This is an optimization exercise on Yosys and OpenROAD, whose aim is small area, a short achievable clock period and few clock cycles, not a production implementation.
Function was checked by simulation only, so behaviour that the tests miss may differ from the original.
Power figures rest on the tool's default switching activity, not on a simulated workload.

==> flow/design.v (outline; a module is shown in full before it is edited, if it fits) <==
// module JAM: 1553 lines
module JAM (
input CLK,
input RST,
output reg [2:0] W,
output reg [2:0] J,
input [6:0] Cost,
output [3:0] MatchCount,
output [9:0] MinCost,
output reg Valid );
  // ...
==> flow/run.sh <==
#!/bin/bash
# synth_recipe.tcl (not shown) runs the flow's synth.tcl, then flattens the netlist and writes it again
# the make line also repeats each setting of config.mk as NAME=value (left out here)
make -C /OpenROAD-flow-scripts/flow DESIGN_CONFIG=/design/flow/config.mk WORK_HOME=/design/flow/orfs CLKGATE_MAP_FILE= SYNTH_SCRIPT=/design/flow/synth_recipe.tcl finish
==> flow/config.mk <==
export PLATFORM = sky130hd
export DESIGN_NAME = JAM
export DESIGN_NICKNAME = JAM
export VERILOG_FILES = /design/flow/design.v
export SDC_FILE = /design/flow/constraint.sdc
export NUM_CORES = 4
export LEC_CHECK = 0
export CAP_MARGIN = 20
export CORE_MARGIN = 2
export CORE_UTILIZATION = 45
export CTS_CLUSTER_DIAMETER = 80
export CTS_CLUSTER_SIZE = 30
export SETUP_SLACK_MARGIN = 3.5
export SLEW_MARGIN = 20
==> flow/constraint.sdc <==
create_clock -name core_clock -period 6.0 [get_ports {CLK}]
set_input_delay 1.2000 -clock core_clock [delete_from_list [all_inputs] [get_ports {CLK}]]
set_output_delay 1.2000 -clock core_clock [all_outputs]
set_load 0.01 [all_outputs]
==> flow_summary.yaml, run 1 <==
cells_and_area:
  fin_area_um2: 166000
  nets: 16490
  cell_type_taking_the_most_area: "multi-input combinational cells"
power:
  pwr-share-clk_pct: 22.3
  clock_group_w: 0.0134
  powerSeq_w: 0.0303
  p_leak_nw: 74.09
  overall_power_of_the_completed_layout_w: 0.05989
yosys:
  post-synth-top-area-fraction_pct: 40.59
  mappedNetlistArea_um2: 129000
  yosysMostFrequentCell: "sky130_fd_sc_hd__dfxtp_1"
  yosys.cell_types.count: 85
  ys_ff_latch: 2616
  synth_mux_area_share_pct: 8.435
setup_path:
  critical_path.most_common_cell: "sky130_fd_sc_hd__a21oi_2"
  critical_path_depth: 13
  timing.critical_path.buf_inv: 2
  timing.critical_path.required_ns: 6.86
placed_design:
  postPlaceCellArea_um2: 136100
  place.detailed.hpwl_um: 553700
  io_buffers: 29
  placed_cells: 17180
status:
  so.violations: "antenna violations"
  run_status: "finished with violations"
floorplan:
  dieHeight_um: 539.5
  floorplan.initialDensity_pct: 45.24
global_route:
  top_usage_layer: "met2"
  gr-usage-met3_pct: 22.86
  global_route.usage.total_pct: 48.54
worst_hold_path:
  min_delay_worst_endpoint: "n26[0]"
timing:
  fin_setup_tns_ns: 0
  tightestPinTransition_ns: 1.368
route:
  detailroute.via_count: 119900
  initialDrtViolationCount: 19200
  antenna_left: 1
  dr_wl_met2_um: 279300
clocking:
  tritoncts.num_buffers: 151
Testbench counts, summed over its fixed seeds: cycles 1,206.
==> run 2: changes to the inputs <==
--- a/flow/design.v
+++ b/flow/design.v
@@ -356,123 +356,123 @@
 reg [3:0] n226;
 reg [8:0] v228;
 reg [3:0] n228;
 reg [8:0] v232;
 reg [3:0] n232;
 reg [8:0] v240;
 reg [3:0] n240;
 reg [9:0] su0;
-always @(posedge CLK) su0 <= (({10{ca[2]}} & v6) | ({10{ca[4]}} & {1'd0, v89}) | ({10{ca[3]}} & v134)) + Cost;
+always @(posedge CLK) su0 <= (({10{ca[2]}} & v6) | ({10{ca[4]}} & {1'd0, v89}) | ({10{ca[3]}} & v134) | ({10{ca[5]}} & v22)) + Cost;
 reg [9:0] su1;
-always @(posedge CLK) su1 <= (({10{ca[2]}} & v10) | ({10{ca[4]}} & {1'd0, v85}) | ({10{ca[3]}} & v138)) + Cost;
+always @(posedge CLK) su1 <= (({10{ca[2]}} & v10) | ({10{ca[4]}} & {1'd0, v85}) | ({10{ca[3]}} & v138) | ({10{ca[7]}} & v4)) + Cost;
 reg [9:0] su2;
 always @(posedge CLK) su2 <= (({10{ca[2]}} & v12) | ({10{ca[4]}} & {1'd0, v83}) | ({10{ca[3]}} & v140)) + Cost;
 reg [9:0] su3;
 always @(posedge CLK) su3 <= (({10{ca[2]}} & v18) | ({10{ca[4]}} & {1'd0, v77}) | ({10{ca[3]}} & v146) | ({10{ca[5]}} & v52)) + Cost;
 reg [9:0] su4;
-always @(posedge CLK) su4 <= (({10{ca[2]}} & v20) | ({10{ca[4]}} & {1'd0, v75}) | ({10{ca[3]}} & v148) | ({10{ca[5]}} & v56) | ({10{ca[6]}} & v40)) + Cost;
+always @(posedge CLK) su4 <= (({10{ca[2]}} & v20) | ({10{ca[4]}} & {1'd0, v75}) | ({10{ca[3]}} & v148) | ({10{ca[5]}} & v56)) + Cost;
 reg [9:0] su5;
-always @(posedge CLK) su5 <= (({10{ca[2]}} & v24) | ({10{ca[4]}} & {1'd0, v71}) | ({10{ca[3]}} & v152) | ({10{ca[5]}} & v152) | ({10{ca[6]}} & v136) | ({10{ca[1]}} & v16)) + Cost;
+always @(posedge CLK) su5 <= (({10{ca[2]}} & v24) | ({10{ca[4]}} & {1'd0, v71}) | ({10{ca[3]}} & v152) | ({10{ca[5]}} & v152)) + Cost;
 reg [9:0] su6;
 always @(posedge CLK) su6 <= (({10{ca[2]}} & v66) | ({10{ca[4]}} & {1'd0, v29}) | ({10{ca[3]}} & v35) | ({10{ca[5]}} & v148)) + Cost;
 reg [9:0] su7;
 always @(posedge CLK) su7 <= (({10{ca[2]}} & v68) | ({10{ca[4]}} & {1'd0, v27}) | ({10{ca[3]}} & v37)) + Cost;
 reg [9:0] su8;
 always @(posedge CLK) su8 <= (({10{ca[2]}} & v72) | ({10{ca[4]}} & {1'd0, v23}) | ({10{ca[3]}} & v41)) + Cost;
 reg [9:0] su9;
 always @(posedge CLK) su9 <= (({10{ca[2]}} & v80) | ({10{ca[4]}} & {1'd0, v15}) | ({10{ca[3]}} & v49) | ({10{ca[5]}} & v176)) + Cost;
 reg [9:0] su10;
 always @(posedge CLK) su10 <= (({10{ca[2]}} & v3) | ({10{ca[4]}} & {1'd0, v92}) | ({10{ca[3]}} & v131)) + Cost;
 reg [9:0] su11;
 always @(posedge CLK) su11 <= (({10{ca[2]}} & v5) | ({10{ca[4]}} & {1'd0, v90}) | ({10{ca[3]}} & v133)) + Cost;
 reg [9:0] su12;
 always @(posedge CLK) su12 <= (({10{ca[2]}} & v9) | ({10{ca[4]}} & {1'd0, v86}) | ({10{ca[3]}} & v137)) + Cost;
 reg [9:0] su13;
-always @(posedge CLK) su13 <= (({10{ca[2]}} & v17) | ({10{ca[4]}} & {1'd0, v78}) | ({10{ca[3]}} & v145) | ({10{ca[1]}} & v128) | ({10{ca[5]}} & v145) | ({10{ca[6]}} & v9)) + Cost;
+always @(posedge CLK) su13 <= (({10{ca[2]}} & v17) | ({10{ca[4]}} & {1'd0, v78}) | ({10{ca[3]}} & v145) | ({10{ca[5]}} & v50)) + Cost;
 reg [9:0] su14;
 always @(posedge CLK) su14 <= (({10{ca[2]}} & v65) | ({10{ca[4]}} & {1'd0, v30}) | ({10{ca[3]}} & v161) | ({10{ca[5]}} & v146)) + Cost;
 reg [9:0] su15;
-always @(posedge CLK) su15 <= (({10{ca[4]}} & {1'd0, v209}) | ({10{ca[3]}} & v14) | ({10{ca[1]}} & v32) | ({10{ca[5]}} & v49) | ({10{ca[6]}} & v72)) + Cost;
+always @(posedge CLK) su15 <= (({10{ca[4]}} & {1'd0, v209}) | ({10{ca[3]}} & v14) | ({10{ca[1]}} & v32) | ({10{ca[5]}} & v49)) + Cost;
 reg [9:0] su16;
-always @(posedge CLK) su16 <= (({10{ca[4]}} & {1'd0, v201}) | ({10{ca[3]}} & v22) | ({10{ca[5]}} & v22)) + Cost;
+always @(posedge CLK) su16 <= (({10{ca[4]}} & {1'd0, v201}) | ({10{ca[3]}} & v22) | ({10{ca[1]}} & v128) | ({10{ca[5]}} & v145)) + Cost;
 reg [9:0] su17;
-always @(posedge CLK) su17 <= (({10{ca[4]}} & {1'd0, v197}) | ({10{ca[3]}} & v26) | ({10{ca[5]}} & v26) | ({10{ca[6]}} & v10)) + Cost;
+always @(posedge CLK) su17 <= (({10{ca[4]}} & {1'd0, v197}) | ({10{ca[3]}} & v26) | ({10{ca[5]}} & v26)) + Cost;
 reg [9:0] su18;
-always @(posedge CLK) su18 <= (({10{ca[4]}} & {1'd0, v195}) | ({10{ca[3]}} & v28) | ({10{ca[5]}} & v28) | ({10{ca[6]}} & v12) | ({10{ca[7]}} & v4)) + Cost;
+always @(posedge CLK) su18 <= (({10{ca[4]}} & {1'd0, v195}) | ({10{ca[3]}} & v28) | ({10{ca[5]}} & v28) | ({10{ca[6]}} & v12)) + Cost;
 reg [9:0] su19;
-always @(posedge CLK) su19 <= (({10{ca[4]}} & {1'd0, v153}) | ({10{ca[3]}} & v19) | ({10{ca[5]}} & v50)) + Cost;
+always @(posedge CLK) su19 <= (({10{ca[4]}} & {1'd0, v153}) | ({10{ca[3]}} & v19) | ({10{ca[5]}} & v112) | ({10{ca[2]}} & v96)) + Cost;
 reg [9:0] su20;
-always @(posedge CLK) su20 <= (({10{ca[4]}} & {1'd0, v149}) | ({10{ca[3]}} & v21) | ({10{ca[5]}} & v112) | ({10{ca[2]}} & v96)) + Cost;
+always @(posedge CLK) su20 <= (({10{ca[4]}} & {1'd0, v149}) | ({10{ca[3]}} & v21) | ({10{ca[5]}} & v208) | ({10{ca[2]}} & v33)) + Cost;
 reg [9:0] su21;
-always @(posedge CLK) su21 <= (({10{ca[4]}} & {1'd0, v147}) | ({10{ca[3]}} & v38) | ({10{ca[5]}} & v208) | ({10{ca[2]}} & v33)) + Cost;
+always @(posedge CLK) su21 <= (({10{ca[4]}} & {1'd0, v147}) | ({10{ca[3]}} & v38) | ({10{ca[6]}} & v10)) + Cost;
 reg [9:0] su22;
 always @(posedge CLK) su22 <= (({10{ca[4]}} & {1'd0, v141}) | ({10{ca[3]}} & v25) | ({10{ca[5]}} & v82) | ({10{ca[2]}} & v36)) + Cost;
 reg [9:0] su23;
 always @(posedge CLK) su23 <= (({10{ca[4]}} & {1'd0, v139}) | ({10{ca[3]}} & v42) | ({10{ca[5]}} & v84) | ({10{ca[2]}} & v40)) + Cost;
 reg [9:0] su24;
 always @(posedge CLK) su24 <= (({10{ca[4]}} & {1'd0, v135}) | ({10{ca[3]}} & v44) | ({10{ca[5]}} & v88) | ({10{ca[2]}} & v48)) + Cost;
 reg [9:0] su25;
 always @(posedge CLK) su25 <= (({10{ca[3]}} & v50) | ({10{ca[4]}} & {1'd0, v204}) | ({10{ca[1]}} & v2) | ({10{ca[5]}} & v19)) + Cost;
 reg [9:0] su26;
 always @(posedge CLK) su26 <= (({10{ca[3]}} & v52) | ({10{ca[4]}} & {1'd0, v202}) | ({10{ca[1]}} & v4) | ({10{ca[5]}} & v21)) + Cost;
 reg [9:0] su27;
-always @(posedge CLK) su27 <= (({10{ca[3]}} & v56) | ({10{ca[4]}} & {1'd0, v198}) | ({10{ca[1]}} & v8) | ({10{ca[5]}} & v25) | ({10{ca[6]}} & v24)) + Cost;
+always @(posedge CLK) su27 <= (({10{ca[3]}} & v56) | ({10{ca[4]}} & {1'd0, v198}) | ({10{ca[1]}} & v8) | ({10{ca[5]}} & v25)) + Cost;
 reg [9:0] su28;
-always @(posedge CLK) su28 <= (({10{ca[3]}} & v162) | ({10{ca[4]}} & {1'd0, v156})) + Cost;
+always @(posedge CLK) su28 <= (({10{ca[3]}} & v162) | ({10{ca[4]}} & {1'd0, v156}) | ({10{ca[2]}} & v34)) + Cost;
 reg [9:0] su29;
-always @(posedge CLK) su29 <= (({10{ca[3]}} & v164) | ({10{ca[4]}} & {1'd0, v154})) + Cost;
+always @(posedge CLK) su29 <= (({10{ca[3]}} & v164) | ({10{ca[4]}} & {1'd0, v154}) | ({10{ca[6]}} & v24) | ({10{ca[1]}} & v16)) + Cost;
 reg [9:0] su30;
-always @(posedge CLK) su30 <= (({10{ca[3]}} & v168) | ({10{ca[4]}} & {1'd0, v150})) + Cost;
+always @(posedge CLK) su30 <= (({10{ca[3]}} & v168) | ({10{ca[4]}} & {1'd0, v150}) | ({10{ca[6]}} & v40)) + Cost;
 reg [9:0] su31;
-always @(posedge CLK) su31 <= (({10{ca[3]}} & v176) | ({10{ca[4]}} & {1'd0, v142}) | ({10{ca[1]}} & v64) | ({10{ca[5]}} & v81) | ({10{ca[2]}} & v34)) + Cost;
+always @(posedge CLK) su31 <= (({10{ca[3]}} & v176) | ({10{ca[4]}} & {1'd0, v142}) | ({10{ca[1]}} & v64) | ({10{ca[5]}} & v81)) + Cost;
 reg [9:0] su32;
-always @(posedge CLK) su32 <= (({10{ca[4]}} & {1'd0, v216}) | ({10{ca[3]}} & v7)) + Cost;
+always @(posedge CLK) su32 <= (({10{ca[4]}} & {1'd0, v216}) | ({10{ca[3]}} & v7) | ({10{ca[6]}} & v72)) + Cost;
 reg [9:0] su33;
-always @(posedge CLK) su33 <= (({10{ca[4]}} & {1'd0, v212}) | ({10{ca[3]}} & v11)) + Cost;
+always @(posedge CLK) su33 <= (({10{ca[4]}} & {1'd0, v212}) | ({10{ca[3]}} & v11) | ({10{ca[6]}} & v136)) + Cost;
 reg [9:0] su34;
-always @(posedge CLK) su34 <= (({10{ca[4]}} & {1'd0, v210}) | ({10{ca[3]}} & v13)) + Cost;
+always @(posedge CLK) su34 <= (({10{ca[4]}} & {1'd0, v210}) | ({10{ca[3]}} & v13) | ({10{ca[6]}} & v9)) + Cost;
 wire [3:0] ns0 = n2;
 wire en0 = en[7];
-wire lt0 = (su18 < v0);
-wire eq0 = (su18 == v0);
+wire lt0 = (su1 < v0);
+wire eq0 = (su1 == v0);
 wire tk0 = en0 & (|(sd & 8'd1) | lt0);
 always @(posedge CLK) begin
     if (RST) begin v0 <= 10'd0; n0 <= 4'd0; end else
-    if (tk0) begin v0 <= su18; n0 <= ns0; end
+    if (tk0) begin v0 <= su1; n0 <= ns0; end
     else if (en0 & eq0) begin v0 <= v0; n0 <= n0 + ns0; end
     else begin v0 <= v0; n0 <= n0; end
 end
 wire [3:0] ns1 = (lob ? 4'd1 : n5);
 wire en1 = (en[0] | en[6]);
-wire lt1 = (su17 < v1);
-wire eq1 = (su17 == v1);
+wire lt1 = (su21 < v1);
+wire eq1 = (su21 == v1);
 wire tk1 = en1 & ((lob ? |(sd & 8'd255) : |(sd & 8'd1)) | lt1);
 always @(posedge CLK) begin
-    if (tk1) begin v128 <= su17; n128 <= ns1; end
+    if (tk1) begin v128 <= su21; n128 <= ns1; end
     else if (en1 & eq1) begin v128 <= v1; n128 <= n1 + ns1; end
     else begin v128 <= v1; n128 <= n1; end
 end
 wire [3:0] ns2 = n6;
 wire en2 = en[6];
 wire lt2 = (su18 < v2);
 wire eq2 = (su18 == v2);
 wire tk2 = en2 & (|(sd & 8'd3) | lt2);
 always @(posedge CLK) begin
     if (tk2) begin v1 <= su18; n1 <= ns2; end
     else if (en2 & eq2) begin v1 <= v2; n1 <= n2 + ns2; end
     else begin v1 <= v2; n1 <= n2; end
 end
 wire [3:0] ns3 = n11;
 wire en3 = en[5];
-wire lt3 = (su16 < v3);
-wire eq3 = (su16 == v3);
+wire lt3 = (su0 < v3);
+wire eq3 = (su0 == v3);
 wire tk3 = en3 & (|(sd & 8'd1) | lt3);
 always @(posedge CLK) begin
-    if (tk3) begin v129 <= su16; n129 <= ns3; end
+    if (tk3) begin v129 <= su0; n129 <= ns3; end
     else if (en3 & eq3) begin v129 <= v3; n129 <= n3 + ns3; end
     else begin v129 <= v3; n129 <= n3; end
 end
 always @(posedge CLK) begin v2 <= v4; n2 <= n4; end
 wire [3:0] ns5 = n13;
 wire en5 = en[5];
 wire lt5 = (su17 < v5);
 wire eq5 = (su17 == v5);
@@ -499,21 +499,21 @@
 wire tk7 = en7 & (|(sd & 8'd1) | lt7);
 always @(posedge CLK) begin
     if (tk7) begin v131 <= su15; n131 <= ns7; end
     else if (en7 & eq7) begin v131 <= v7; n131 <= n7 + ns7; end
     else begin v131 <= v7; n131 <= n7; end
 end
 wire [3:0] ns8 = n12;
 wire en8 = en[6];
-wire lt8 = (su27 < v8);
-wire eq8 = (su27 == v8);
+wire lt8 = (su29 < v8);
+wire eq8 = (su29 == v8);
 wire tk8 = en8 & (|(sd & 8'd1) | lt8);
 always @(posedge CLK) begin
-    if (tk8) begin v4 <= su27; n4 <= ns8; end
+    if (tk8) begin v4 <= su29; n4 <= ns8; end
     else if (en8 & eq8) begin v4 <= v8; n4 <= n8 + ns8; end
     else begin v4 <= v8; n4 <= n8; end
 end
 always @(posedge CLK) begin v132 <= v9; n132 <= n9; end
 always @(posedge CLK) begin v5 <= v10; n5 <= n10; end
 wire [3:0] ns11 = n228;
 wire en11 = en[4];
 wire lt11 = (su16 < v11);
@@ -543,31 +543,31 @@
 always @(posedge CLK) begin
     if (tk14) begin v7 <= su18; n7 <= ns14; end
     else if (en14 & eq14) begin v7 <= v14; n7 <= n14 + ns14; end
     else begin v7 <= v14; n7 <= n14; end
 end
 always @(posedge CLK) begin v135 <= v15; n135 <= n15; end
 wire [3:0] ns16 = n20;
 wire en16 = en[6];
-wire lt16 = (su4 < v16);
-wire eq16 = (su4 == v16);
+wire lt16 = (su30 < v16);
+wire eq16 = (su30 == v16);
 wire tk16 = en16 & (|(sd & 8'd1) | lt16);
 always @(posedge CLK) begin
-    if (tk16) begin v8 <= su4; n8 <= ns16; end
+    if (tk16) begin v8 <= su30; n8 <= ns16; end
     else if (en16 & eq16) begin v8 <= v16; n8 <= n16 + ns16; end
     else begin v8 <= v16; n8 <= n16; end
 end
 wire [3:0] ns17 = n25;
 wire en17 = en[5];
-wire lt17 = (su19 < v17);
-wire eq17 = (su19 == v17);
+wire lt17 = (su13 < v17);
+wire eq17 = (su13 == v17);
 wire tk17 = en17 & (|(sd & 8'd1) | lt17);
 always @(posedge CLK) begin
-    if (tk17) begin v136 <= su19; n136 <= ns17; end
+    if (tk17) begin v136 <= su13; n136 <= ns17; end
     else if (en17 & eq17) begin v136 <= v17; n136 <= n17 + ns17; end
     else begin v136 <= v17; n136 <= n17; end
 end
 wire [3:0] ns18 = n26;
 wire en18 = en[5];
 wire lt18 = (su3 < v18);
 wire eq18 = (su3 == v18);
 wire tk18 = en18 & (|(sd & 8'd1) | lt18);
@@ -594,21 +594,21 @@
 always @(posedge CLK) begin v140 <= v25; n140 <= n25; end
 always @(posedge CLK) begin v13 <= v26; n13 <= n26; end
 always @(posedge CLK) begin v141 <= v27; n141 <= n27; end
 always @(posedge CLK) begin v14 <= v28; n14 <= n28; end
 always @(posedge CLK) begin v142 <= v29; n142 <= n29; end
 always @(posedge CLK) begin v15 <= v30; n15 <= n30; end
 wire [3:0] ns32 = n36;
 wire en32 = en[6];
-wire lt32 = (su15 < v32);
-wire eq32 = (su15 == v32);
+wire lt32 = (su32 < v32);
+wire eq32 = (su32 == v32);
 wire tk32 = en32 & (|(sd & 8'd1) | lt32);
 always @(posedge CLK) begin
-    if (tk32) begin v16 <= su15; n16 <= ns32; end
+    if (tk32) begin v16 <= su32; n16 <= ns32; end
     else if (en32 & eq32) begin v16 <= v32; n16 <= n32 + ns32; end
     else begin v16 <= v32; n16 <= n32; end
 end
 wire [3:0] ns33 = n41;
 wire en33 = en[5];
 wire lt33 = (su22 < v33);
 wire eq33 = (su22 == v33);
 wire tk33 = en33 & (|(sd & 8'd1) | lt33);
@@ -735,21 +735,21 @@
 wire tk46 = en46 & (|(sd & 8'd3) | lt46);
 always @(posedge CLK) begin
     if (tk46) begin v23 <= su18[8:0]; n23 <= ns46; end
     else if (en46 & eq46) begin v23 <= v46; n23 <= n46 + ns46; end
     else begin v23 <= v46; n23 <= n46; end
 end
 wire [3:0] ns48 = n56;
 wire en48 = en[5];
-wire lt48 = (su20 < v48);
-wire eq48 = (su20 == v48);
+wire lt48 = (su19 < v48);
+wire eq48 = (su19 == v48);
 wire tk48 = en48 & (|(sd & 8'd1) | lt48);
 always @(posedge CLK) begin
-    if (tk48) begin v24 <= su20; n24 <= ns48; end
+    if (tk48) begin v24 <= su19; n24 <= ns48; end
     else if (en48 & eq48) begin v24 <= v48; n24 <= n48 + ns48; end
     else begin v24 <= v48; n24 <= n48; end
 end
 always @(posedge CLK) begin v152 <= v49; n152 <= n49; end
 always @(posedge CLK) begin v25 <= v50; n25 <= n50; end
 wire [3:0] ns51 = n19;
 wire en51 = en[3];
 wire lt51 = (su21[8:0] < v51);
@@ -809,21 +809,21 @@
 wire tk60 = en60 & (|(sd & 8'd1) | lt60);
 always @(posedge CLK) begin
     if (tk60) begin v30 <= su27[8:0]; n30 <= ns60; end
     else if (en60 & eq60) begin v30 <= v60; n30 <= n60 + ns60; end
     else begin v30 <= v60; n30 <= n60; end
 end
 wire [3:0] ns64 = n68;
 wire en64 = en[6];
-wire lt64 = (su5 < v64);
-wire eq64 = (su5 == v64);
+wire lt64 = (su33 < v64);
+wire eq64 = (su33 == v64);
 wire tk64 = en64 & (|(sd & 8'd1) | lt64);
 always @(posedge CLK) begin
-    if (tk64) begin v32 <= su5; n32 <= ns64; end
+    if (tk64) begin v32 <= su33; n32 <= ns64; end
     else if (en64 & eq64) begin v32 <= v64; n32 <= n64 + ns64; end
     else begin v32 <= v64; n32 <= n64; end
 end
 wire [3:0] ns65 = n73;
 wire en65 = en[5];
 wire lt65 = (su14 < v65);
 wire eq65 = (su14 == v65);
 wire tk65 = en65 & (|(sd & 8'd1) | lt65);
@@ -924,21 +924,21 @@
 wire tk80 = en80 & (|(sd & 8'd1) | lt80);
 always @(posedge CLK) begin
     if (tk80) begin v40 <= su9; n40 <= ns80; end
     else if (en80 & eq80) begin v40 <= v80; n40 <= n80 + ns80; end
     else begin v40 <= v80; n40 <= n80; end
 end
 wire [3:0] ns81 = n17;
 wire en81 = en[2];
-wire lt81 = (su31 < v81);
-wire eq81 = (su31 == v81);
+wire lt81 = (su28 < v81);
+wire eq81 = (su28 == v81);
 wire tk81 = en81 & (|(sd & 8'd3) | lt81);
 always @(posedge CLK) begin
-    if (tk81) begin v168 <= su31; n168 <= ns81; end
+    if (tk81) begin v168 <= su28; n168 <= ns81; end
     else if (en81 & eq81) begin v168 <= v81; n168 <= n81 + ns81; end
     else begin v168 <= v81; n168 <= n81; end
 end
 wire [3:0] ns82 = n18;
 wire en82 = en[2];
 wire lt82 = (su22 < v82);
 wire eq82 = (su22 == v82);
 wire tk82 = en82 & (|(sd & 8'd3) | lt82);
@@ -970,21 +970,21 @@
     else if (en88 & eq88) begin v44 <= v88; n44 <= n88 + ns88; end
     else begin v44 <= v88; n44 <= n88; end
 end
 always @(posedge CLK) begin v172 <= v89; n172 <= n89; end
 always @(posedge CLK) begin v45 <= v90; n45 <= n90; end
 always @(posedge CLK) begin v46 <= v92; n46 <= n92; end
 wire [3:0] ns96 = n104;
 wire en96 = en[5];
-wire lt96 = (su21 < v96);
-wire eq96 = (su21 == v96);
+wire lt96 = (su20 < v96);
+wire eq96 = (su20 == v96);
 wire tk96 = en96 & (|(sd & 8'd1) | lt96);
 always @(posedge CLK) begin
-    if (tk96) begin v48 <= su21; n48 <= ns96; end
+    if (tk96) begin v48 <= su20; n48 <= ns96; end
     else if (en96 & eq96) begin v48 <= v96; n48 <= n96 + ns96; end
     else begin v48 <= v96; n48 <= n96; end
 end
 wire [3:0] ns97 = (lob ? n33 : n142);
 wire en97 = (en[2] | en[4]);
 wire lt97 = (su6 < v97);
 wire eq97 = (su6 == v97);
 wire tk97 = en97 & ((lob ? |(sd & 8'd1) : |(sd & 8'd1)) | lt97);
@@ -1080,21 +1080,21 @@
 wire tk108 = en108 & (|(sd & 8'd3) | lt108);
 always @(posedge CLK) begin
     if (tk108) begin v54 <= su5[8:0]; n54 <= ns108; end
     else if (en108 & eq108) begin v54 <= v108; n54 <= n108 + ns108; end
     else begin v54 <= v108; n54 <= n108; end
 end
 wire [3:0] ns112 = n48;
 wire en112 = en[2];
-wire lt112 = (su20 < v112);
-wire eq112 = (su20 == v112);
+wire lt112 = (su19 < v112);
+wire eq112 = (su19 == v112);
 wire tk112 = en112 & (|(sd & 8'd1) | lt112);
 always @(posedge CLK) begin
-    if (tk112) begin v56 <= su20; n56 <= ns112; end
+    if (tk112) begin v56 <= su19; n56 <= ns112; end
     else if (en112 & eq112) begin v56 <= v112; n56 <= n112 + ns112; end
     else begin v56 <= v112; n56 <= n112; end
 end
 wire [3:0] ns113 = n81;
 wire en113 = en[3];
 wire lt113 = (su28[8:0] < v113);
 wire eq113 = (su28[8:0] == v113);
 wire tk113 = en113 & (|(sd & 8'd1) | lt113);
@@ -1130,21 +1130,21 @@
 wire tk120 = en120 & (|(sd & 8'd1) | lt120);
 always @(posedge CLK) begin
     if (tk120) begin v60 <= su31[8:0]; n60 <= ns120; end
     else if (en120 & eq120) begin v60 <= v120; n60 <= n120 + ns120; end
     else begin v60 <= v120; n60 <= n120; end
 end
 wire [3:0] ns128 = n132;
 wire en128 = en[6];
-wire lt128 = (su13 < v128);
-wire eq128 = (su13 == v128);
+wire lt128 = (su34 < v128);
+wire eq128 = (su34 == v128);
 wire tk128 = en128 & (|(sd & 8'd1) | lt128);
 always @(posedge CLK) begin
-    if (tk128) begin v64 <= su13; n64 <= ns128; end
+    if (tk128) begin v64 <= su34; n64 <= ns128; end
     else if (en128 & eq128) begin v64 <= v128; n64 <= n128 + ns128; end
     else begin v64 <= v128; n64 <= n128; end
 end
 wire [3:0] ns129 = (lob ? n1 : n137);
 wire en129 = (en[1] | en[5]);
 wire lt129 = (su25 < v129);
 wire eq129 = (su25 == v129);
 wire tk129 = en129 & ((lob ? |(sd & 8'd127) : |(sd & 8'd1)) | lt129);
@@ -1201,21 +1201,21 @@
 always @(posedge CLK) begin
     if (tk134) begin v67 <= su34; n67 <= ns134; end
     else if (en134 & eq134) begin v67 <= v134; n67 <= n134 + ns134; end
     else begin v67 <= v134; n67 <= n134; end
 end
 always @(posedge CLK) begin v195 <= v135; n195 <= n135; end
 wire [3:0] ns136 = n8;
 wire en136 = en[1];
-wire lt136 = (su5 < v136);
-wire eq136 = (su5 == v136);
+wire lt136 = (su29 < v136);
+wire eq136 = (su29 == v136);
 wire tk136 = en136 & (|(sd & 8'd15) | lt136);
 always @(posedge CLK) begin
-    if (tk136) begin v68 <= su5; n68 <= ns136; end
+    if (tk136) begin v68 <= su29; n68 <= ns136; end
     else if (en136 & eq136) begin v68 <= v136; n68 <= n136 + ns136; end
     else begin v68 <= v136; n68 <= n136; end
 end
 wire [3:0] ns137 = n102;
 wire en137 = en[4];
 wire lt137 = (su25 < v137);
 wire eq137 = (su25 == v137);
 wire tk137 = en137 & (|(sd & 8'd3) | lt137);
@@ -1415,21 +1415,21 @@
 wire tk184 = en184 & (|(sd & 8'd1) | lt184);
 always @(posedge CLK) begin
     if (tk184) begin v92 <= su9[8:0]; n92 <= ns184; end
     else if (en184 & eq184) begin v92 <= v184; n92 <= n184 + ns184; end
     else begin v92 <= v184; n92 <= n184; end
 end
 wire [3:0] ns192 = (lob ? n64 : n200);
 wire en192 = (en[1] | en[5]);
-wire lt192 = (su13 < v192);
-wire eq192 = (su13 == v192);
+wire lt192 = (su16 < v192);
+wire eq192 = (su16 == v192);
 wire tk192 = en192 & ((lob ? |(sd & 8'd1) : |(sd & 8'd1)) | lt192);
 always @(posedge CLK) begin
-    if (tk192) begin v96 <= su13; n96 <= ns192; end
+    if (tk192) begin v96 <= su16; n96 <= ns192; end
     else if (en192 & eq192) begin v96 <= v192; n96 <= n192 + ns192; end
     else begin v96 <= v192; n96 <= n192; end
 end
 wire [3:0] ns193 = (lob ? n129 : n46);
 wire en193 = (en[2] | en[4]);
 wire lt193 = (su10 < v193);
 wire eq193 = (su10 == v193);
 wire tk193 = en193 & ((lob ? |(sd & 8'd63) : |(sd & 8'd1)) | lt193);
@@ -1471,21 +1471,21 @@
     else if (en200 & eq200) begin v100 <= v200; n100 <= n200 + ns200; end
     else begin v100 <= v200; n100 <= n200; end
 end
 always @(posedge CLK) begin v228 <= v201; n228 <= n201; end
 always @(posedge CLK) begin v101 <= v202; n101 <= n202; end
 always @(posedge CLK) begin v102 <= v204; n102 <= n204; end
 wire [3:0] ns208 = n144;
 wire en208 = en[2];
-wire lt208 = (su21 < v208);
-wire eq208 = (su21 == v208);
+wire lt208 = (su20 < v208);
+wire eq208 = (su20 == v208);
 wire tk208 = en208 & (|(sd & 8'd3) | lt208);
 always @(posedge CLK) begin
-    if (tk208) begin v104 <= su21; n104 <= ns208; end
+    if (tk208) begin v104 <= su20; n104 <= ns208; end
     else if (en208 & eq208) begin v104 <= v208; n104 <= n208 + ns208; end
     else begin v104 <= v208; n104 <= n208; end
 end
 always @(posedge CLK) begin v232 <= v209; n232 <= n209; end
 always @(posedge CLK) begin v105 <= v210; n105 <= n210; end
 always @(posedge CLK) begin v106 <= v212; n106 <= n212; end
 always @(posedge CLK) begin v108 <= v216; n108 <= n216; end
 wire [3:0] ns224 = (lob ? n160 : n15);
--- a/flow/config.mk
+++ b/flow/config.mk
@@ -5,10 +5,10 @@
 export SDC_FILE = /design/flow/constraint.sdc
 export NUM_CORES = 4
 export LEC_CHECK = 0
 export CAP_MARGIN = 20
 export CORE_MARGIN = 2
 export CORE_UTILIZATION = 45
 export CTS_CLUSTER_DIAMETER = 80
 export CTS_CLUSTER_SIZE = 30
-export SETUP_SLACK_MARGIN = 3.5
+export SETUP_SLACK_MARGIN = 3.0
 export SLEW_MARGIN = 20
==> run 2 against run 1 <==
Net effect: now clean on timing, DRC and antenna; synthesized area up 1.4%; maximum frequency up 1.4%; flip-flop and latch count unchanged; die area up 1.4%; utilization down 6.6 points; sequential power up 7.3%; critical path depth down 2; power up 2.9%; global-route usage up 2.9 points; via count down 2.2%; combinational power down 2%; hold slack better by 0.030 ns.
==> flow_summary.yaml, run 2 <==
route:
  route.detailed.vias_per_inst: 6.453
  detailroute.via_count: 117300
  wirelength_um: 785100
  detailedRoute.firstPassIterationCount: 11
  antenna_left: 0
  initialDrtViolationCount: 19940
  routed_wire_length_per_instance_um: 43.18
  drt_drc_violations_left: 0
power:
  p_leak_nw: 67.75
  pwr-share-clk_pct: 21.4
  ir_drop_uv: 264.0
  p_comb_share_pct: 25.8
  p_sw_w: 0.02758
  power.sequential.fraction_pct: 52.8
  power.share.switching_pct: 44.77
  power.density_nw_per_um2: 413.4
  internal-power_w: 0.03402
floorplan:
  io_pins: 30
  die_width_um: 543.1
  floorplan.initialDensity_pct: 45.32
  placement_rows: 197
  die_area_um2: 295000
  design.core.area_um2: 288600
  dieHeight_um: 543.1
timing:
  tightestPinTransition_ns: 1.442
  maxSlewViolCount: 0
  grt_setup_unrepaired: "true"
  finalClockSkew_ns: 0.07736
  fin_ws_ns: 2.619
  max_clock_freq_ghz: 0.2957
  fin_setup_tns_ns: 0
  timing.final.setup_violations: 0
  maxSlewHeadroom_pct: 3.717
  period_needed_ns: 3.381
  fin_worst_hold_slack_ns: 0.3320
  hold_viol_final: 0
  period_utilisation_layout_pct: 56.36
clocking:
  htreeDepth: 4
  clock-root-buffer: "sky130_fd_sc_hd__clkbuf_16"
  cts_buffer_depth: 4
  cts_tree: "yes"
  clkSlewWorstSetupHoldPaths_ns: 0.10
  tritoncts.num_buffers: 156
  clk-insertion-delay-late_ns: 0.96
  hold_buffers: 0
  number_of_clock_sinks: 2616
yosys:
  syn-num-nets: 15280
  synth-edff-count: 0
  avgSynthCellArea_um2: 9.671
  share_of_synthesized_registers_carrying_an_async_set_or_reset_pct: 0
  mappedNetlistArea_um2: 130800
  syn_inst: 13530
  ys_ff_latch: 2616
  yosys.cell_types.count: 91
  post-synth-top-area-fraction_pct: 40.04
  synth_ff_type: "sky130_fd_sc_hd__dfxtp_1"
  synthTopCellsByArea: "sky130_fd_sc_hd__dfxtp_1, sky130_fd_sc_hd__ha_1, sky130_fd_sc_hd__mux2_2"
  synth_top_area_cell: "sky130_fd_sc_hd__dfxtp_1"
  synthTopCellsByCount: "sky130_fd_sc_hd__dfxtp_1, sky130_fd_sc_hd__ha_1, sky130_fd_sc_hd__inv_1"
  synth.yosys.seq_area_share_pct: 40.04
  yosys_warnings: 1
  yosysMostFrequentCell: "sky130_fd_sc_hd__dfxtp_1"
placed_design:
  dpl_worst_slack_ns: 1.939
  io_buffers: 29
  gp_routability_congestion: 1.114
  place.detailed.hpwl_um: 629400
cells_and_area:
  final_cell_mix: "sky130_fd_sc_hd__dfxtp_1, sky130_fd_sc_hd__ha_1, sky130_fd_sc_hd__inv_1"
  areaGrowthSynthToFinish_pct: 13.94
  postLayoutCoreUtil_pct: 51.63
  nets: 15590
  final_common_cell: "sky130_fd_sc_hd__dfxtp_1"
  drive_gt1_share_pct: 16.73
  fill_cells: 26930
setup_path:
  critical_path.max_fanout: 7
  startpoint_type: "flip-flop"
  path_class: "reg -> reg"
  timing.critical_path.required_ns: 6.76
  signal_arrival_time_at_the_worst_endpoint_ns: 4.14
  timing.critical_path.to_type: "flip-flop"
  r2r_setup_slack_ns: 2.62
status:
  run_status: "finished clean"
global_route:
  grt_pass1_vias: 101700
  global_route.usage.total_pct: 51.46
  grt_max_degree: 71
  grt_antenna_before_repair: 232
  grt.overflow.total: 0
  grt_first_pass_wirelength_um: 991200
worst_hold_path:
  timing.hold.worst.class: "reg -> reg"
job:
  timing.max_cap.violations: 0
-- run 2: cell types whose count changed after synthesis, sizes merged, moves of 58 or more --
cell | previous run | this run
a22oi | 306 | 386
mux2 | 776 | 868
nand2 | 1179 | 967
nand3 | 186 | 244
nor2 | 616 | 439
o21ai | 919 | 832
-- run 2: final cells by class --
| type | instances | area, um^2 | share of cell area [%] |
|---|---|---|---|
| tap | 3880 | 4855 | 3.258 |
| timing repair buffer | 615 | 6035 | 4.049 |
| clock buffer | 178 | 4225 | 2.835 |
| multi-input combinational | 8884 | 73200 | 49.12 |
| antenna | 340 | 850.8 | 0.5709 |
| sequential | 2616 | 52550 | 35.26 |
| inverter | 1568 | 5916 | 3.970 |
| clock inverter | 100 | 1399 | 0.9386 |
-- run 2: per-layer routing --
| layer | GRT usage [%] | share of wire, % |
|---|---|---|
| met5 | 0 | 0.11 |
| met1 | 64.70 | 38 |
| met4 | 46.61 | 11 |
| met2 | 67.97 | 38 |
| met3 | 18.45 | 13 |
-- run 2: power by group through the flow --
stage	Sequential, W	Combinational [W]	Clock, W
global route	0.0316	0.0171	0.0137
detailed placement	0.0315	0.0148	0
CTS	0.0312	0.0151	0.0131
global placement	0.0317	0.0148	0
floorplan	0.0245	0.00955	0
finish	0.0325	0.0159	0.0132
-- run 2: path summary, 6_finish.rpt --
kind / startpoint / end / depth (start not counted)
max: ca[3] / su33[9] / 11
min: n50[2] / n25[2] / 0
max reg2reg: ca[3] / su33[9] / 11
min reg2reg: n50[2] / n25[2] / 0
-- run 2: timing repair --
item,CTS,global route
resized for setup,353,323
pin swaps,72,188
cloned,15,7
buffers inserted,113,97
endpoints found under the setup margin,1134,430
-- run 2: stage by stage --
step,std cells,instance area [um^2],power (W)
global placement,17320,137500,0.04641
global route,17960,148500,0.06245
floorplan,13530,130900,0.03403
CTS,17730,145800,0.05941
detailed placement,17330,137500,0.04630
finish,18180,149000,0.06160
-- run 2: logic make-up after synthesis --
kind of cell,share of synthesized area (%)
simple gates,8.669
compound gates,16.65
buf+inv,5.874
flops,40.04
fa+ha+maj,17.46
xor+xnor,2.243
mux,9.060
-- run 2: worst max-delay path: stages, from the launching register on --
cell,delay [ns]
sky130_fd_sc_hd__dfxtp_4,0.38
sky130_fd_sc_hd__buf_12,0.14
sky130_fd_sc_hd__buf_16,0.15
sky130_fd_sc_hd__buf_12,0.13
sky130_fd_sc_hd__buf_16,0.14
sky130_fd_sc_hd__a222oi_1,0.98
sky130_fd_sc_hd__inv_1,0.22
sky130_fd_sc_hd__ha_4,0.37
sky130_fd_sc_hd__nor2b_4,0.18
sky130_fd_sc_hd__o31ai_4,0.10
sky130_fd_sc_hd__a2111oi_4,0.31
sky130_fd_sc_hd__xnor2_1,0.11
Testbench counts of run 2, summed over its fixed seeds: cycles 1,206.
==> run 3: changes to the inputs <==
--- a/flow/config.mk
+++ b/flow/config.mk
@@ -8,5 +8,5 @@
 export CAP_MARGIN = 20
 export CORE_MARGIN = 2
-export CORE_UTILIZATION = 45
+export CORE_UTILIZATION = 40
 export CTS_CLUSTER_DIAMETER = 80
 export CTS_CLUSTER_SIZE = 30
==> run 3 against run 2 <==
Net effect: count of clock-buffer cells in the layout down 9; highest routed layer unchanged; first-iteration DRC count down 3.4%; sequential power about the same; critical path depth down 2; utilization down 5.7 points; routed wire length down 1.8%; hold slack worse by 0.035 ns; maximum frequency up 0.40%; power down 0.25%; critical endpoint is now su7[9].
==> flow_summary.yaml, run 3 <==
yosys:
  yosys_warnings: 1
  ys_ff_latch: 2616
  yosysMostFrequentCell: "sky130_fd_sc_hd__dfxtp_1"
  synth-compound-area-share_pct: 16.65
  share_of_synthesized_registers_carrying_an_async_set_or_reset_pct: 0
  mappedNetlistArea_um2: 130800
  post-synth-top-area-fraction_pct: 40.04
  synth-edff-count: 0
  synthTopCellsByCount: "sky130_fd_sc_hd__dfxtp_1, sky130_fd_sc_hd__ha_1, sky130_fd_sc_hd__inv_1"
  synthesized_area_fraction_occupied_by_adder_cells_pct: 17.46
  synthTopCellsByArea: "sky130_fd_sc_hd__dfxtp_1, sky130_fd_sc_hd__ha_1, sky130_fd_sc_hd__mux2_2"
  dominant_combinational_cell_family_by_area_after_synthesis: "adder cells"
  syn-num-nets: 15280
  avgSynthCellArea_um2: 9.671
  synth_mux_area_share_pct: 9.060
  syn_inst: 13530
  post_synth_xor_area_fraction_pct: 2.243
  synth_ff_type: "sky130_fd_sc_hd__dfxtp_1"
  synth.yosys.seq_area_share_pct: 40.04
  synth_simple_gate_area_share_pct: 8.669
  synth_top_area_cell: "sky130_fd_sc_hd__dfxtp_1"
  yosys.cell_types.count: 91
placed_design:
  dpl_worst_slack_ns: 1.895
  place.detailed.hpwl_um: 621800
  placed_cells: 17780
  io_buffers: 29
  gp_routability_congestion: 1.110
setup_path:
  r2r_setup_slack_ns: 2.63
  crit_path_max_incr_delay_ns: 1.10
  signal_arrival_time_at_the_worst_endpoint_ns: 4.20
  r2r.worst_path.cells: 9
  worstPathCellList: "buf_12 > buf_4 > a222oi_1 > inv_1 > ha_4 > o21a_1 > o31ai_2 > a2111oi_2 > xnor2_1"
  startpoint_type: "flip-flop"
  reg2reg_to: "su7[9]"
  critical_path_depth: 9
  path_class: "reg -> reg"
  critical_path.max_fanout: 8
  timing.critical_path.required_ns: 6.83
  cpLargestDelayFamily: "compound AO/OA/AOI/OAI gates"
  cp_slowest_cell: "sky130_fd_sc_hd__a222oi_1"
  timing.critical_path.buf_inv: 3
  timing.critical_path.to_type: "flip-flop"
  worstReg2RegStart: "ca[2]"
power:
  pwr-share-clk_pct: 22.0
  power.sequential.fraction_pct: 52.8
  internal-power_w: 0.03397
  p_leak_nw: 67.69
  power.share.switching_pct: 44.72
  p_comb_share_pct: 25.2
  ir_drop_uv: 278.2
  p_sw_w: 0.02748
  overall_power_of_the_completed_layout_w: 0.06145
  power.density_nw_per_um2: 411.6
route:
  detailedRoute.firstPassIterationCount: 11
  detailroute.via_count: 115800
  routed_wire_length_per_instance_um: 41.44
  wirelength_um: 771000
  route.detailed.vias_per_inst: 6.226
  antenna_left: 0
  initialDrtViolationCount: 19270
  drt_drc_violations_left: 0
worst_hold_path:
  cell_count_of_the_worst_hold_path: 0
  timing.hold.worst.class: "reg -> reg"
  min_delay_worst_endpoint: "n25[3]"
  worst_hold_startpoint: "n50[3]"
job:
  timing.max_cap.violations: 0
cells_and_area:
  final_cell_mix: "sky130_fd_sc_hd__dfxtp_1, sky130_fd_sc_hd__ha_1, sky130_fd_sc_hd__inv_1"
  drive_gt1_share_pct: 16.14
  nets: 15580
  final_cell_count_no_fill: 18610
  fill_cells: 31430
  areaGrowthSynthToFinish_pct: 14.15
  final_common_cell: "sky130_fd_sc_hd__dfxtp_1"
floorplan:
  design.core.area_um2: 324800
  die_width_um: 575.8
  die_area_um2: 331600
  io_pins: 30
  placement_rows: 209
  floorplan.initialDensity_pct: 40.27
  dieHeight_um: 575.8
clocking:
  clock-root-buffer: "sky130_fd_sc_hd__clkbuf_16"
  cts_tree: "yes"
  clk-insertion-delay-late_ns: 0.99
  tritoncts.num_buffers: 159
  hold_buffers: 0
  number_of_clock_sinks: 2616
  htreeDepth: 4
  clkSlewWorstSetupHoldPaths_ns: 0.11
  cts_buffer_depth: 4
timing:
  maxSlewViolCount: 0
  fin_setup_tns_ns: 0
  finalClockSkew_ns: 0.07628
  tightestPinTransition_ns: 1.375
  fin_ws_ns: 2.632
  timing.final.setup_violations: 0
  maxSlewHeadroom_pct: 8.194
  hold_viol_final: 0
  period_utilisation_layout_pct: 56.13
  grt_setup_unrepaired: "true"
  period_needed_ns: 3.368
  max_clock_freq_ghz: 0.2969
global_route:
  grt_pass1_vias: 101000
  global_route.usage.total_pct: 44.39
  grt_max_degree: 73
  grt_first_pass_wirelength_um: 970300
  grt_antenna_before_repair: 232
  grt.overflow.total: 0
status:
  run_status: "finished clean"
[run 3: cell counts after synthesis]
No cell type changed its count.
[run 3: cell families after synthesis]
| family | count (synthesis) |
|---|---|
| compound gates | 3320 |
| flops | 2616 |
| simple gates | 2414 |
| buf+inv | 2027 |
| fa+ha+maj | 1741 |
| mux | 1072 |
| xor+xnor | 335 |
[run 3: area by class of cell]
| type | instances | area [um^2] | area share (%) |
|---|---|---|---|
| timing repair buffer | 597 | 5787 | 3.876 |
| multi-input combinational | 8884 | 73000 | 48.89 |
| clock inverter | 122 | 1739 | 1.165 |
| inverter | 1568 | 5916 | 3.962 |
| antenna | 325 | 813.3 | 0.5447 |
| clock buffer | 169 | 4110 | 2.753 |
| tap | 4325 | 5411 | 3.624 |
| sequential | 2616 | 52530 | 35.18 |
[run 3: power by group through the flow]
stage	clock [W]	combinational [W]	sequential, W
2_1_floorplan	0	0.00955	0.0245
3_3_place_gp	0	0.0144	0.0317
3_5_place_dp	0	0.0144	0.0315
4_1_cts	0.0135	0.0148	0.0312
5_1_grt	0.0141	0.0168	0.0316
6_report	0.0135	0.0155	0.0325
[run 3: worst max-delay path by stage]
| stage | from | end | slack (ns) |
|---|---|---|---|
| floorplan | kb[5] | n192[3] | 2.99 |
| global placement | Cost[4] | su22[4] | 1.95 |
| detailed placement | sd[0] | v65[2] | 1.89 |
| CTS | ca[3] | su5[8] | 2.86 |
| global route | ca[4] | su19[8] | 2.77 |
| finish | ca[2] | su7[9] | 2.63 |
[run 3: repair_timing]
item                        CTS  global route
pin swaps                    59           142
cloned                        5            14
buffers inserted            102            91
gates resized for setup     335           265
setup endpoints to repair  1017           358
[run 3: stage by stage]
stage               instance area (um^2)  hold slack, ns  util [%]
finish                            149300          0.2975     45.97
global route                      148900          0.3160     45.85
CTS                               146200          0.3150     45.01
detailed placement                138100          0.3121     42.51
global placement                  138000          0.3097     42.50
floorplan                         130900          0.3096         -
[run 3: worst register-to-register path, cell delays in order (launching register included)]
cell and delay, ns:
sky130_fd_sc_hd__dfxtp_4 0.41, sky130_fd_sc_hd__buf_12 0.17, sky130_fd_sc_hd__buf_4 0.30, sky130_fd_sc_hd__a222oi_1 1.11
sky130_fd_sc_hd__inv_1 0.23, sky130_fd_sc_hd__ha_4 0.37, sky130_fd_sc_hd__o21a_1 0.13, sky130_fd_sc_hd__o31ai_2 0.09
sky130_fd_sc_hd__a2111oi_2 0.36, sky130_fd_sc_hd__xnor2_1 0.10
[run 3: routing by layer]
| layer | share of wire (%) | track usage, % | vias up |
|---|---|---|---|
| li1 | - | - | 48800 |
| met1 | 38 | 56.73 | 56530 |
| met2 | 38 | 59.27 | 8493 |
| met3 | 13 | 13.69 | 1986 |
| met4 | 11 | 40.17 | 28 |
| met5 | 0.038 | 0 | - |
==> run 4: changes to the inputs <==
--- a/flow/config.mk
+++ b/flow/config.mk
@@ -12,3 +12,3 @@
 export CTS_CLUSTER_SIZE = 30
 export SETUP_SLACK_MARGIN = 3.0
-export SLEW_MARGIN = 20
+export SLEW_MARGIN = 60
==> run 4 against run 3 <==
Net effect: count of clock-buffer cells in the layout increased by 6; non-clock buffer count increased by 109; synthesized area unchanged; clock skew increased by 0.0021 ns; hold slack improved by 0.027 ns; first-iteration DRC count decreased by 1.0%; flip-flop and latch count unchanged; routed wire length decreased by 0.80%; critical endpoint is now n212[2].
==> flow_summary.yaml, run 4 <==
worst_hold_path:
  worst_hold_startpoint: "n85[2]"
  timing.hold.worst.class: "reg -> reg"
  cell_count_of_the_worst_hold_path: 0
setup_path:
  cp_slowest_cell: "sky130_fd_sc_hd__dfxtp_1"
  signal_arrival_time_at_the_worst_endpoint_ns: 3.93
  timing.critical_path.buf_inv: 1
  crit_path_max_incr_delay_ns: 0.74
  critical_path.max_fanout: 13
  critPathCapture: "n212[2]"
  path_class: "reg -> reg"
  critical_path_depth: 6
  r2r.worst_path.cells: 6
  worstPathCellList: "buf_4 > ha_1 > o21a_1 > o221ai_1 > nand2_2 > mux2_2"
  startpoint_type: "flip-flop"
  timing.critical_path.to_type: "flip-flop"
  r2r_setup_slack_ns: 2.86
  timing.critical_path.required_ns: 6.80
  reg2reg_to: "n212[2]"
  start_point_of_the_critical_path: "su19[7]"
  worstReg2RegStart: "su19[7]"
  cpLargestDelayFamily: "flip-flops"
clocking:
  cts_tree: "yes"
  htreeDepth: 4
  clk-insertion-delay-late_ns: 0.98
  clkSlewWorstSetupHoldPaths_ns: 0.11
  hold_buffers: 0
  cts_buffer_depth: 4
  number_of_clock_sinks: 2616
  clock-root-buffer: "sky130_fd_sc_hd__clkbuf_16"
  tritoncts.num_buffers: 162
timing:
  hold_viol_final: 0
  fin_worst_hold_slack_ns: 0.3240
  maxSlewHeadroom_pct: 44.88
  fin_ws_ns: 2.861
  max_clock_freq_ghz: 0.3186
  tightestPinTransition_ns: 0.8267
  period_needed_ns: 3.139
  fin_setup_tns_ns: 0
  period_utilisation_layout_pct: 52.32
  grt_setup_unrepaired: "true"
  finalClockSkew_ns: 0.07833
  maxSlewViolCount: 0
  timing.final.setup_violations: 0
route:
  detailroute.via_count: 115600
  routed_wire_length_per_instance_um: 40.93
  wirelength_um: 764800
  drt_drc_violations_left: 0
  initialDrtViolationCount: 19080
  detailedRoute.firstPassIterationCount: 14
  route.detailed.vias_per_inst: 6.187
  antenna_left: 0
yosys:
  synth-edff-count: 0
  synthTopCellsByCount: "sky130_fd_sc_hd__dfxtp_1, sky130_fd_sc_hd__ha_1, sky130_fd_sc_hd__inv_1"
  synth_top_area_cell: "sky130_fd_sc_hd__dfxtp_1"
  post-synth-top-area-fraction_pct: 40.04
  yosys.cell_types.count: 91
  synthTopCellsByArea: "sky130_fd_sc_hd__dfxtp_1, sky130_fd_sc_hd__ha_1, sky130_fd_sc_hd__mux2_2"
  synth_ff_type: "sky130_fd_sc_hd__dfxtp_1"
  mappedNetlistArea_um2: 130800
  ys_ff_latch: 2616
  yosys_warnings: 1
  avgSynthCellArea_um2: 9.671
  syn_inst: 13530
  synth.yosys.seq_area_share_pct: 40.04
  syn-num-nets: 15280
  yosysMostFrequentCell: "sky130_fd_sc_hd__dfxtp_1"
  share_of_synthesized_registers_carrying_an_async_set_or_reset_pct: 0
floorplan:
  placement_rows: 209
  die_width_um: 575.8
  design.core.area_um2: 324800
  floorplan.initialDensity_pct: 40.27
  io_pins: 30
  dieHeight_um: 575.8
  die_area_um2: 331600
placed_design:
  dpl_worst_slack_ns: 2.136
  placed_cells: 17920
  place.detailed.hpwl_um: 626000
  gp_routability_congestion: 1.110
  io_buffers: 29
power:
  p_comb_share_pct: 25.3
  p_leak_nw: 68.32
  p_sw_w: 0.02756
  power.density_nw_per_um2: 409.1
  overall_power_of_the_completed_layout_w: 0.06187
  pwr-share-clk_pct: 22.1
  internal-power_w: 0.03431
  power.share.switching_pct: 44.54
  power.sequential.fraction_pct: 52.7
  ir_drop_uv: 246.1
cells_and_area:
  drive_gt1_share_pct: 18.76
  final_cell_count_no_fill: 18690
  areaGrowthSynthToFinish_pct: 15.63
  final_cell_mix: "sky130_fd_sc_hd__dfxtp_1, sky130_fd_sc_hd__ha_1, sky130_fd_sc_hd__inv_1"
  fill_cells: 31210
  final_common_cell: "sky130_fd_sc_hd__dfxtp_1"
  nets: 15690
global_route:
  grt_antenna_before_repair: 228
  grt_first_pass_wirelength_um: 968300
  grt.overflow.total: 0
  grt_max_degree: 52
  grt_pass1_vias: 101500
  global_route.usage.total_pct: 44.28
status:
  run_status: "finished clean"
job:
  timing.max_cap.violations: 0
[run 4: repair_timing]
item                                    in CTS  in global routing
endpoints found under the setup margin     505                254
gates resized for setup                    233                241
buffers inserted                            54                 83
cloned                                      15                  8
pin swaps                                   46                142
endpoints found under the hold margin        0                  0
[run 4: cell type report]
cell class	instances	area, um^2	share of cell area (%)
Antenna cell	297	743.2	0.4914
Tap cell	4325	5411	3.578
Clock inverter	118	1675	1.108
Sequential cell	2616	52820	34.93
Multi-Input combinational cell	8882	73700	48.73
Timing Repair Buffer	706	6746	4.461
Clock buffer	175	4240	2.804
Inverter	1568	5899	3.901
[run 4: per-layer routing]
metal	wire length [um]	GRT usage (%)	part of all wire, %	vias to the layer above
met4	83930	39.83	11	50
met1	295900	56.64	39	56500
met2	290200	59.24	38	8108
met3	94250	13.58	12	1998
met5	511	0	0.067	-
li1	-	-	-	48960
[run 4: power by group through the flow]
stage,Combinational (W),Clock (W),Sequential (W)
finish,0.0156,0.0136,0.0326
global route,0.0170,0.0142,0.0317
floorplan,0.00955,0,0.0245
detailed placement,0.0147,0,0.0317
CTS,0.0150,0.0136,0.0314
global placement,0.0144,0,0.0317
[run 4: worst min path at each step]
stage / end / slack, ns
after floorplan: n105[0] / 0.31
after global placement: n15[2] / 0.31
after detailed placement: n26[1] / 0.31
after CTS: n43[0] / 0.32
after global routing: n43[0] / 0.33
final: n170[2] / 0.32
[run 4: per-stage QoR]
stage,util [%],instance area (um^2)
global route,46.47,150900
CTS,45.61,148100
detailed placement,43.26,140500
floorplan,-,130900
finish,46.57,151200
global placement,42.50,138000
[run 4: kinds of logic after synthesis]
group | share of synthesized area (%)
compound gates | 16.65
xor+xnor | 2.243
fa+ha+maj | 17.46
buf+inv | 5.874
flops | 40.04
mux | 9.060
simple gates | 8.669
==> run 5: changes to the inputs <==
--- a/flow/config.mk
+++ b/flow/config.mk
@@ -8,5 +8,5 @@
 export CAP_MARGIN = 20
 export CORE_MARGIN = 2
-export CORE_UTILIZATION = 40
+export CORE_UTILIZATION = 45
 export CTS_CLUSTER_DIAMETER = 80
 export CTS_CLUSTER_SIZE = 30
==> run 5 against run 4 <==
Net effect: final area is 0.62% lower; clock skew is 0.024 ns lower; flip-flop and latch count stayed put; sequential power hardly changed; power hardly changed; clock power hardly changed; register-to-register slack worse by 0.02 ns; synthesized cell count stayed put; utilization is 5.5 points higher; critical endpoint is now su20[8]; largest power group unchanged.
==> flow_summary.yaml, run 5 <==
status:
  run_status: "finished clean"
route:
  wirelength_um: 781900
  detailedRoute.firstPassIterationCount: 7
  routed_wire_length_per_instance_um: 42.92
  antenna_left: 0
  detailroute.via_count: 117000
  drt_drc_violations_left: 0
  route.detailed.vias_per_inst: 6.422
  initialDrtViolationCount: 19580
setup_path:
  worstPathCellList: "buf_12 > buf_16 > a22oi_2 > buf_6 > nand2_4 > ha_4 > fa_2 > a21o_1 > a21oi_2 > o21bai_1 > a21o_1 > o311a_1"
  startpoint_type: "flip-flop"
  timing.critical_path.required_ns: 6.82
  critical_path.max_fanout: 13
  r2r.worst_path.cells: 12
  reg2reg_to: "su20[8]"
  r2r_setup_slack_ns: 2.84
  critical_path.most_common_cell: "sky130_fd_sc_hd__a21o_1"
  timing.critical_path.to_type: "flip-flop"
  worstReg2RegStart: "ca[4]"
  crit_path_max_incr_delay_ns: 0.45
  cp_slowest_cell: "sky130_fd_sc_hd__a22oi_2"
  path_class: "reg -> reg"
  signal_arrival_time_at_the_worst_endpoint_ns: 3.98
yosys:
  mappedNetlistArea_um2: 130800
  yosysMostFrequentCell: "sky130_fd_sc_hd__dfxtp_1"
  yosys.cell_types.count: 91
  syn_inst: 13530
  ys_ff_latch: 2616
  synth.yosys.seq_area_share_pct: 40.04
  yosys_warnings: 1
  avgSynthCellArea_um2: 9.671
  synthTopCellsByCount: "sky130_fd_sc_hd__dfxtp_1, sky130_fd_sc_hd__ha_1, sky130_fd_sc_hd__inv_1"
  synth_ff_type: "sky130_fd_sc_hd__dfxtp_1"
  syn-num-nets: 15280
  synth-edff-count: 0
  share_of_synthesized_registers_carrying_an_async_set_or_reset_pct: 0
  synth_top_area_cell: "sky130_fd_sc_hd__dfxtp_1"
  synthTopCellsByArea: "sky130_fd_sc_hd__dfxtp_1, sky130_fd_sc_hd__ha_1, sky130_fd_sc_hd__mux2_2"
  post-synth-top-area-fraction_pct: 40.04
placed_design:
  gp_routability_congestion: 1.114
  postPlaceCellArea_um2: 139700
  io_buffers: 29
  place.detailed.hpwl_um: 634100
timing:
  fin_setup_tns_ns: 0
  max_clock_freq_ghz: 0.3165
  tightestPinTransition_ns: 0.7390
  maxSlewHeadroom_pct: 50.66
  period_needed_ns: 3.159
  period_utilisation_layout_pct: 52.66
  grt_setup_unrepaired: "true"
  timing.final.setup_violations: 0
  hold_viol_final: 0
  finalClockSkew_ns: 0.05400
  fin_worst_hold_slack_ns: 0.3292
  maxSlewViolCount: 0
cells_and_area:
  drive_gt1_share_pct: 18.51
  final_cell_mix: "sky130_fd_sc_hd__dfxtp_1, sky130_fd_sc_hd__ha_1, sky130_fd_sc_hd__inv_1"
  sequential_cell_area_um2: 52830
  postLayoutCoreUtil_pct: 52.07
  final_common_cell: "sky130_fd_sc_hd__dfxtp_1"
  areaGrowthSynthToFinish_pct: 14.92
  fin_area_um2: 150300
  nets: 15670
  fill_cells: 26790
  multiInputGateArea_um2: 73390
clocking:
  cts_buffer_depth: 4
  number_of_clock_sinks: 2616
  clock-root-buffer: "sky130_fd_sc_hd__clkbuf_16"
  tritoncts.num_buffers: 156
  cts_tree: "yes"
  clk-insertion-delay-late_ns: 0.96
  clkSlewWorstSetupHoldPaths_ns: 0.10
  htreeDepth: 4
floorplan:
  io_pins: 30
  die_width_um: 543.1
  design.core.area_um2: 288600
  die_area_um2: 295000
  dieHeight_um: 543.1
  placement_rows: 197
  floorplan.initialDensity_pct: 45.32
global_route:
  grt_first_pass_wirelength_um: 985700
  grt_antenna_before_repair: 241
  grt.overflow.total: 0
  grt_max_degree: 74
  global_route.usage.total_pct: 51.04
  grt_pass1_vias: 102300
power:
  ir_drop_uv: 382.1
  power.density_nw_per_um2: 411.4
  overall_power_of_the_completed_layout_w: 0.06184
  p_leak_nw: 68.30
worst_hold_path:
  worst_hold_startpoint: "n27[1]"
  timing.hold.worst.class: "reg -> reg"
  cell_count_of_the_worst_hold_path: 0
  min_delay_worst_endpoint: "n141[1]"
job:
  timing.max_cap.violations: 0
run 5: cell count changes in the layout (fill, tap and decap cells not counted), moves of 9 or more:
| cell | change |
|---|---|
| sky130_fd_sc_hd__inv_16 | -16 |
| sky130_fd_sc_hd__o21ai_2 | -12 |
| sky130_fd_sc_hd__dfxtp_2 | +10 |
| sky130_fd_sc_hd__o21ai_1 | +9 |
| sky130_fd_sc_hd__clkbuf_8 | +9 |
| sky130_fd_sc_hd__clkinvlp_4 | -9 |
| sky130_fd_sc_hd__a21oi_2 | -9 |
| sky130_fd_sc_hd__buf_4 | -16 |
run 5: per-stage QoR:
stage	setup WS (ns)	std cells
5_1_grt	2.822	18030
3_5_place_dp	2.324	17450
2_1_floorplan	2.985	13530
6_report	2.841	18220
3_3_place_gp	1.501	17320
4_1_cts	2.878	17830
run 5: how the worst max path moves through the flow:
stage / from / end / slack (ns) / cells past startpoint
after floorplan: kb[5] / n192[3] / 2.99 / 13
after global placement: kb[5] / v35[1] / 1.50 / 6
after detailed placement: Cost[1] / su17[9] / 2.32 / 10
after global routing: ca[4] / su20[8] / 2.82 / 12
after CTS: ca[3] / su33[9] / 2.88 / 12
final: ca[4] / su20[8] / 2.84 / 12
run 5: final cells by class:
class                   count  share of cell area (%)
flip-flops and latches   2616                   35.15
inverters                1568                   3.926
clock inverters            97                  0.8965
diodes                    293                  0.4878
repair buffers            697                   4.608
multi-input cells        8883                   48.83
clock buffers             184                   2.875
well taps                3880                   3.230
run 5: logic make-up after synthesis:
group,synth area share [%]
buffers and inverters,5.874
XOR/XNOR,2.243
multiplexers,9.060
flip-flops,40.04
AND/OR/NAND/NOR,8.669
adder cells (fa/ha/maj),17.46
AO/OA/AOI/OAI,16.65
run 5: repair_timing:
| action | CTS | global route |
|---|---|---|
| cloned | 19 | 13 |
| buffers inserted | 74 | 66 |
| hold buffers | 0 | 0 |
| pin swaps | 42 | 144 |
| setup endpoints to repair | 445 | 236 |
| resized for setup | 177 | 243 |
run 5: metal layers:
metal,vias up,wire length [um],GRT usage [%]
li1,48900,-,-
met1,57030,295600,64.08
met2,8730,296900,67.59
met3,2279,103700,17.87
met4,52,85160,46.83
met5,-,611,0
run 5: worst max-delay path: cells and delay by family (launching register included):
kind                     cells  cell delay (ns)
flip-flops                   1             0.38
buffers and inverters        3             0.60
AND/OR/NAND/NOR              1             0.06
adder cells (fa/ha/maj)      2             0.54
AO/OA/AOI/OAI                6             1.40
run 5: power breakdown:
group	switching, W	internal [W]	total, W
Clock	0.00743	0.00583	0.0133
Sequential	0.0104	0.0222	0.0326
Combinational	0.00974	0.00620	0.0159

## re-timing with driven ports
In the flow no input, the clock included, has a driving cell. The finished layouts below were timed again as built, in two steps.
Step 1 (the two cells are an assumption about what drives the block):
set clk [get_ports {CLK}]
set_driving_cell -lib_cell sky130_fd_sc_hd__clkbuf_16 $clk
set_driving_cell -lib_cell sky130_fd_sc_hd__buf_2 [delete_from_list [all_inputs] $clk]
Step 2 times the ports against the registers' clock, not the clock port: input delays grow and output delays shrink by t, the midpoint of the rising clock arrivals with the driver on.
Three values: ideal ports, drivers, drivers and shift; two values: the first two.
run | shift t [ns] | slack for setup (ns) | worst register clock-pin slew, ns | worst slew at a driven data input, ns | cell pins on the clock port's net
run 1 | 1.038 | 2.571 / 2.571 / 1.977 | 0.12 / 0.12 | 0.07 | 1
run 2 | 1.039 | 2.619 / 2.619 / 2.046 | 0.12 / 0.12 | 0.05 | 1
run 3 | 1.045 | 2.632 / 2.632 / 1.980 | 0.12 / 0.12 | 0.07 | 1
run 4 | 1.041 | 2.861 / 2.861 / 2.310 | 0.12 / 0.12 | 0.08 | 1
run 5 | 1.031 | 2.841 / 2.841 / 2.260 | 0.12 / 0.12 | 0.07 | 1
The setup slack of run 3, which loses most, moves by 0.000 ns with the drivers and by -0.652 ns with both steps.
